From an optimization exercise on the open Yosys and OpenROAD flow, aimed at small area; shortcuts taken in it are not production practice. In this exercise RTL edits were held to simulation tests only and were not proved equivalent to the original. Power and IR drop assume default switching activity.

== v6 ==
// bop_it
module bop_it(
	input clk,
	input rst,
	input [7:0] sw,
	input [4:0] btns,
	output [7:0] leds,
	output [6:0] ssd_digit,
	output [3:0] ssd_select
	);
localparam S_INIT = 3'd0, S_IDLE = 3'd1, S_LVL = 3'd2, S_LOSE = 3'd3,
           S_RNG = 3'd4, S_CHK = 3'd5, S_DLVL = 3'd6, S_WIN = 3'd7;
localparam D_BLANK = 3'd0, D_LET = 3'd1, D_LUL = 3'd2, D_DASH = 3'd4, D_SCORE = 3'd5;
reg [5:0] e;
reg [2:0] state;
reg [7:0] cnt;
reg [2:0] dm;
reg [12:0] move;
reg [7:0] sw_prev;
reg [4:0] btn_press;
reg corr;
reg [2:0] pa;      
reg [3:0] pb;      
reg [31:0] R;
reg flag;
reg [32:0] ring;
wire tick = &e;
wire [1:0] idx = {e[5] ^ e[4], ~e[4]};
wire st_rng = (state == S_RNG);
wire st_chk = (state == S_CHK);
wire [6:0] ce;
assign ce[0] = 1'b1;
genvar gi;
generate for (gi = 1; gi < 7; gi = gi + 1) begin : g_ce
	assign ce[gi] = ce[gi-1] & e[gi-1];
end endgenerate
wire [5:0] e_inc = e ^ ce[5:0];
wire [8:0] cc;
assign cc[0] = tick;
generate for (gi = 1; gi < 9; gi = gi + 1) begin : g_cc
	assign cc[gi] = cc[gi-1] & cnt[gi-1];
end endgenerate
wire [7:0] cnt_inc = cnt ^ cc[7:0];
reg [2:0] lvr;
always @(*) begin
	case (pa)
	3'd0: lvr = {2'b00, pb[3]};
	3'd1: lvr = (pb[3] | (pb[2] & pb[1])) ? 3'd2 : 3'd1;
	3'd2: lvr = (pb[3] | pb[2]) ? 3'd3 : 3'd2;
	3'd3: lvr = (pb[3] | pb[2] | pb[1]) ? 3'd4 : 3'd3;
	3'd4: lvr = pb[3] ? 3'd6 : 3'd5;
	3'd5: lvr = (pb[3] | (pb[2] & pb[1])) ? 3'd7 : 3'd6;
	default: lvr = 3'd7;
	endcase
end
wire l7 = pb[0] & (pa[0] ^ pb[1]) & (pa[1] ^ pb[2] ^ (pa[0] & pb[1]));
wire is64 = pa[2] & pa[1] & pb[2];
wire newgame = st_rng & dm[2];
wire ng = ~newgame;
wire m9 = ng & (lvr == 3'd2 || lvr == 3'd3 || lvr == 3'd4);
wire m13 = ng & (lvr[2] & (lvr[1] | lvr[0]));
wire n2 = ng & (lvr != 3'd0);
wire n3 = ng & (lvr[2] | (lvr[1] & lvr[0]));
wire n4 = ng & (lvr[2] & lvr[1]);
wire g3 = lvr[2] & ~lvr[1];
  ...
clock: 80.0 ns
lec_check: 0
abc_area: 1
cap_margin: 20
core_margin: 2
core_utilization: 40
slew_margin: 20
standard.sh (not shown) runs the stock make flow with config.mk's settings and CLKGATE_MAP_FILE= SYNTH_SCRIPT=/design/flow/synth_recipe.tcl, a recipe that flattens the netlist after the stock synthesis.
==> flow/flow/run.sh <==
#!/bin/bash
# The standard ORFS layout (standard.sh), with four changes that only affect area:
#  * no ADDER_MAP_FILE, so Yosys does not turn XOR/AND pairs into half-adder
#    cells ahead of ABC and ABC maps all the combinational logic;
#  * ABC restructures the combinational logic with &deepsyn and maps it for
#    area only (no buffering or upsizing; the clock period is 80 ns), from a
#    copy of ORFS's scripts folder;
#  * port buffers are sky130_fd_sc_hd__buf_1;
#  * CTS uses clkbuf_4 buffers and no dummy loads.
# Registers are untouched: synthesis is synth_recipe.tcl / ORFS synth.tcl up to
# the same dfflibmap; only the adder step and the ABC script differ.
set -euo pipefail
cp -r "$FLOW_HOME/scripts" ./scripts_area
printf 'strash\n&get -n\n&st\n&deepsyn -T 30\n&put\ndch -f\namap\ntopo\nstime -c\n' > ./scripts_area/abc_area.script
export BUFFER_PORTS_ARGS="-buffer_cell sky130_fd_sc_hd__buf_1"
export CTS_ARGS="-sink_clustering_enable -repair_clock_nets -buf_list sky130_fd_sc_hd__clkbuf_4 -root_buf sky130_fd_sc_hd__clkbuf_4 -dont_use_dummy_load"
bash standard.sh SCRIPTS_DIR="$PWD/scripts_area" ADDER_MAP_FILE= finish > standard.log 2>&1
v6: flow completed, timing, DRC and antenna clean
The following lists how v7 was set up differently from v6:
--- a/flow/design.v
+++ b/flow/design.v
@@ -63,19 +63,19 @@
 wire n3 = ng & (lvr[2] | (lvr[1] & lvr[0]));
 wire n4 = ng & (lvr[2] & lvr[1]);
 wire g3 = lvr[2] & ~lvr[1];
 wire g2 = lvr[2] & lvr[1];
 wire [7:0] bar = {&lvr, lvr[2] & lvr[1], lvr[2] & (lvr[1] | lvr[0]), lvr[2],
                   lvr[2] | (lvr[1] & lvr[0]), lvr[2] | lvr[1], |lvr, 1'b1};
 wire en = st_rng & ~cnt[5] & (dm != D_LUL);
 wire fb = R[31] ^ R[21] ^ R[1] ^ R[0];
 wire [16:0] cr;
-assign cr[0] = 1'b1;
+assign cr[0] = ~en;
 generate for (gi = 1; gi < 17; gi = gi + 1) begin : g_cr
 	assign cr[gi] = cr[gi-1] & R[gi-1];
 end endgenerate
 wire [15:0] r_inc = (R[15:0] ^ cr[15:0]) | {15'd0, cr[16]};
 wire sample = en ? R[0] : R[31];
 wire [3:0] acc = btn_press[3:0];
 wire [4:0] h2 = {acc, ring[32]};
 wire [4:0] hm = {1'b0, m9 | m13, ~m9, 1'b0, 1'b1};    
 wire [5:0] hd = {1'b0, h2} - {1'b0, hm};
@@ -90,19 +90,19 @@
             g3 ? (~cnt[5] & cnt[4] & ~cnt[3] & (&cnt[2:0])) : (~cnt[5] & (&cnt[4:0]));
 wire bwin = ~fin | (g2 ? ~(e[5] | e[4]) : g3 ? ~(e[5] & e[4] & e[3]) : ~e[5]);
 wire c0 = ~|cnt;
 wire c200 = cnt[7] & cnt[6] & cnt[3];
 wire ctog = (cnt == 8'd30) | (cnt == 8'd60) | (cnt == 8'd90) |
             (cnt == 8'd120) | (cnt == 8'd150) | (cnt == 8'd180);
 always @(posedge clk) begin
 	e <= rst ? 6'd63 : e_inc;
 	if (rst) begin
-		R[15:0] <= 16'd0;
+		R[15:0] <= 16'd1;
 		flag <= 1'b0;
 	end else begin
 		R[15:0] <= flag ? {R[14:0], en ? fb : R[31]} : r_inc;
 		if (!flag) flag <= en;
 	end
 	R[31:16] <= {R[30:16], R[15] & flag};
 	ring <= {ring[31:0], (tick & st_rng & ~cnt[5]) ? sample : ring[32]};
 	if (cap) move <= move | (13'd1 << acc);
 	if (hwin) btn_press[3:0] <= hn;
==> results.txt <==
- v6 → v7: average footprint of a synthesized cell fell about 1%; total power rose 7.2%; largest driver fanout on the critical path fell 1.
- Compared to v6, the router laid down less metal wire for v7.
- Portion of the layout cell area used by clock cells: v6 vs v7 — no meaningful difference
- Delta (v7 minus v6): utilization barely changed; cell area after layout barely changed.
- Relative to v6, the first-pass GRT wire length of v7 is higher by 3.3%.

-- what the ideal ports hide --
Ports are ideal in the flow. The routed layouts listed here were re-timed in OpenROAD. Step 1, drivers: a clkbuf_16 drives clk and a buf_2 each remaining input, both assumed. Step 2 also shifts input and output timing later by t, the mid clock arrival at the registers, as if the neighbouring blocks saw the same clock. Slacks: no drivers / after step 1 / after step 2; pairs: no drivers / after step 1.
run	t, ns	slack for setup (ns)	worst hold slack (ns)	slew at the worst register clock pin (ns)
v6	0.544	60.051 / 60.018 / 60.563	0.326 / 0.326 / 0.326	0.10 / 0.10
v7	0.544	60.232 / 60.201 / 60.745	0.304 / 0.304 / 0.304	0.10 / 0.10
After both steps setup and hold are still met in every run listed.
